Source: an optimization exercise on an open RTL-to-GDS flow (aim: small area and a short achievable clock period). Production flows keep margins and buffers that such runs may drop.
The RTL was checked by simulation tests, not by an equivalence proof against the original design.
Power and IR drop assume default switching activity.

// median_3x3
module median_3x3(
	input clk,
	input [8 - 1 : 0] i_p0, i_p1, i_p2,
	input [8 - 1 : 0] i_p3, i_p4, i_p5,
	input [8 - 1 : 0] i_p6, i_p7, i_p8,
	output reg [8 - 1 : 0] o_median
);
	wire m7_r0_lo = i_p0[7] & i_p1[7] & i_p2[7];
	wire m7_r0_md = (i_p0[7] & i_p1[7]) | (i_p0[7] & i_p2[7]) | (i_p1[7] & i_p2[7]);
	wire m7_r0_hi = i_p0[7] | i_p1[7] | i_p2[7];
	wire m7_r1_lo = i_p3[7] & i_p4[7] & i_p5[7];
	wire m7_r1_md = (i_p3[7] & i_p4[7]) | (i_p3[7] & i_p5[7]) | (i_p4[7] & i_p5[7]);
	wire m7_r1_hi = i_p3[7] | i_p4[7] | i_p5[7];
	wire m7_r2_lo = i_p6[7] & i_p7[7] & i_p8[7];
	wire m7_r2_md = (i_p6[7] & i_p7[7]) | (i_p6[7] & i_p8[7]) | (i_p7[7] & i_p8[7]);
	wire m7_r2_hi = i_p6[7] | i_p7[7] | i_p8[7];
	wire m7_a = m7_r0_lo | m7_r1_lo | m7_r2_lo;
	wire m7_b = (m7_r0_md & m7_r1_md) | (m7_r0_md & m7_r2_md) | (m7_r1_md & m7_r2_md);
	wire m7_c = m7_r0_hi & m7_r1_hi & m7_r2_hi;
	wire m7 = (m7_a & m7_b) | (m7_a & m7_c) | (m7_b & m7_c);
	wire e6_0_0 = i_p0[7] | i_p0[6];
	wire e6_0_1 = (i_p0[6] & i_p0[7]);
	wire e6_1_0 = i_p1[7] | i_p1[6];
	wire e6_1_1 = (i_p1[6] & i_p1[7]);
	wire e6_2_0 = i_p2[7] | i_p2[6];
	wire e6_2_1 = (i_p2[6] & i_p2[7]);
	wire e6_3_0 = i_p3[7] | i_p3[6];
	wire e6_3_1 = (i_p3[6] & i_p3[7]);
	wire e6_4_0 = i_p4[7] | i_p4[6];
	wire e6_4_1 = (i_p4[6] & i_p4[7]);
	wire e6_5_0 = i_p5[7] | i_p5[6];
	wire e6_5_1 = (i_p5[6] & i_p5[7]);
	wire e6_6_0 = i_p6[7] | i_p6[6];
	wire e6_6_1 = (i_p6[6] & i_p6[7]);
	wire e6_7_0 = i_p7[7] | i_p7[6];
	wire e6_7_1 = (i_p7[6] & i_p7[7]);
	wire e6_8_0 = i_p8[7] | i_p8[6];
  ...
Size in the first run: roughly 96 flip-flops, about 81 I/O pins, roughly 6100 um^2 of cells after synthesis.
==> flow/config.mk <==
export PLATFORM = sky130hd
export DESIGN_NAME = median_3x3
export DESIGN_NICKNAME = median_3x3
export VERILOG_FILES = /design/flow/design.v
export SDC_FILE = /design/flow/constraint.sdc
export NUM_CORES = 4
export LEC_CHECK = 0
export ABC_AREA = 1
export CAP_MARGIN = 20
export CORE_MARGIN = 2
export CORE_UTILIZATION = 60
export CTS_BUF_LIST = sky130_fd_sc_hd__clkbuf_8
export SETUP_SLACK_MARGIN = 3.2
export SLEW_MARGIN = 20
==> flow/constraint.sdc <==
create_clock -name core_clock -period 6.0 [get_ports {clk}]
set_input_delay 1.2000 -clock core_clock [delete_from_list [all_inputs] [get_ports {clk}]]
set_output_delay 1.2000 -clock core_clock [all_outputs]
set_load 0.01 [all_outputs]
standard.sh (not shown) runs the stock make flow with config.mk's settings and CLKGATE_MAP_FILE= SYNTH_SCRIPT=/design/flow/synth_recipe.tcl, a recipe that flattens the netlist after the stock synthesis.
==> flow/flow/run.sh <==
#!/bin/bash
# The standard layout (the standard.sh, ORFS from synthesis to the final
# layout), with the smallest buffer on the ports instead of ORFS's default
# choice. Each tool's output is in orfs/logs; standard.sh's own output in
# standard.log.
export BUFFER_PORTS_ARGS="-buffer_cell sky130_fd_sc_hd__buf_1"
bash standard.sh > standard.log 2>&1
The first run ran to the end with no violations.
Edit:
- SETUP_SLACK_MARGIN: 3.2 -> 3.15
- The changed run ran to the end with no violations
- flip-flop and latch count is unchanged
- non-clock buffer count increases by 3
- critical path depth stays the same
- design area went up slightly
- worst setup slack gets worse by 0.045 ns
- die area is unchanged
- wire length shrinks by a few percent
- global-route usage decreases by 1.0 points
- core utilization came out higher by 0.22 points


== oak ==
median_3x3 again, from the RTL that the note above started with.
export LEC_CHECK = 0
export ABC_AREA = 1
export CAP_MARGIN = 20
export CORE_MARGIN = 2
export CORE_UTILIZATION = 60
export CTS_BUF_LIST = sky130_fd_sc_hd__clkbuf_8
export SETUP_SLACK_MARGIN = 3.4
export SLEW_MARGIN = 20
create_clock -name core_clock -period 6.0 [get_ports {clk}]
Scripts as last shown in full above: flow/flow/run.sh
Modified inputs, pine compared to oak
- swapping 3.4 for 3.0 in SETUP_SLACK_MARGIN
- clearing CTS_BUF_LIST, which used to be sky130_fd_sc_hd__clkbuf_8
### Flow results
- Looking at logic gate share of total power across oak and pine, the one that comes out higher is oak.
- Against oak, pine comes in about 2% lower on highest clock frequency the design can meet.
- oak ended up with s1_p7[3]$_DFF_P_ as its end point of the critical path; pine ended up with s1_p1[5]$_DFF_P_.
- From oak to pine, number of library cell types mapped by synthesis did not move at all.
- The higher multi-input combinational cell count of oak and pine is in oak.
- Compared to oak, the routing of pine uses less wire.
- The final reports for pine and oak show ratio of cells with drive above 1 in the final layout lower in the former.
- Comparing oak and pine, the lower cell area was measured on pine.
- Total power density per cell area sits higher in pine than in oak.
- Max total global-route track usage across oak and pine: oak
- Comparing oak and pine, non-filler instance count after layout is lower on pine.
- In pine the worst path setup slack after routing turned out 0.059 ns lower than in oak.
Here is what was changed in the inputs of birch compared with pine.
- changing SETUP_SLACK_MARGIN from 3.0 to 3.25
- setting CTS_BUF_LIST to sky130_fd_sc_hd__clkbuf_8 for the first time
- changing CORE_UTILIZATION from 60 to 55
Notes after the runs:
On overall fraction of global-route tracks in use, the lower figure sits with birch, not pine.
Met3 layer usage reported by global route | birch below pine
Lower critical-path maximum fanout among pine and birch: pine
Worst setup slack: birch better than pine
The worst slew margin relative to its limit number comes out higher for birch vs pine.
The die area of birch was inferior to that of pine.
Relative to pine, the final cycle utilization of the critical path of birch is lower by 3.3 points.
Compared to pine, birch has post-route cell area about 3.2% higher.
[inputs] maple vs birch
- changing SETUP_SLACK_MARGIN from 3.25 to 3.3
- changing CORE_UTILIZATION from 55 to 60
Findings:
maple completed; timing, DRC and antenna clean. Effective utilization at floorplan: maple vs birch up 5.9 points. Min clock-buffer cell count across maple and birch: maple. Reported for maple and birch, number of diodes added for antenna fixing turned out identical to the last digit. Going from birch to maple, fmax shrinks by 4.3 MHz. Re share of total power in the clock network: maple is 0.5 points up on birch. Maximum vdd drop for maple: about 27% down relative to birch. maple vs. birch: utilization climbed 9.5 points, non-clock buffer count rose about 3.2%, sum of routed wire segments on met1 dropped 76 um. Clock skew of birch is on par with maple.

[what the ideal ports hide]
How much do the figures lean on ideal ports? The routed layouts below were timed once more, with nothing changed but the port constraints.
Step 1 assumes that a clkbuf_16 drives the clock port and a buf_2 every other input.
Step 2 moves the port delays by t, midway between the first and last clock arrival at a register: inputs arrive t later, outputs are due t later. That takes back most of the time a late clock gives input paths.
Slacks: ideal ports / drivers / drivers and shift; pairs: ideal ports / drivers.
| run | t, ns | setup WS [ns] | hold WS [ns] | worst setup path after step 2 | worst data-port slew with drivers (ns) |
|---|---|---|---|---|---|
| the first run of note 1 | 0.411 | 3.262 / 3.274 / 2.863 | 0.335 / 0.335 / 0.335 | input to register | 0.03 |
| the second run of note 1 | 0.406 | 3.217 / 3.230 / 2.823 | 0.333 / 0.333 / 0.333 | input to register | 0.03 |
| oak | 0.407 | 3.124 / 3.081 / 2.674 | 0.333 / 0.333 / 0.333 | input to register | 0.08 |
| pine | 0.393 | 3.066 / 3.077 / 2.684 | 0.327 / 0.327 / 0.327 | input to register | 0.04 |
| birch | 0.395 | 3.261 / 3.274 / 2.880 | 0.334 / 0.334 / 0.334 | input to register | 0.05 |
| maple | 0.396 | 3.229 / 3.228 / 2.832 | 0.332 / 0.332 / 0.332 | input to register | 0.05 |
After both steps setup and hold are still met in every run listed. The setup slack of oak, which loses most, moves by -0.043 ns with the drivers and by -0.450 ns with both steps.
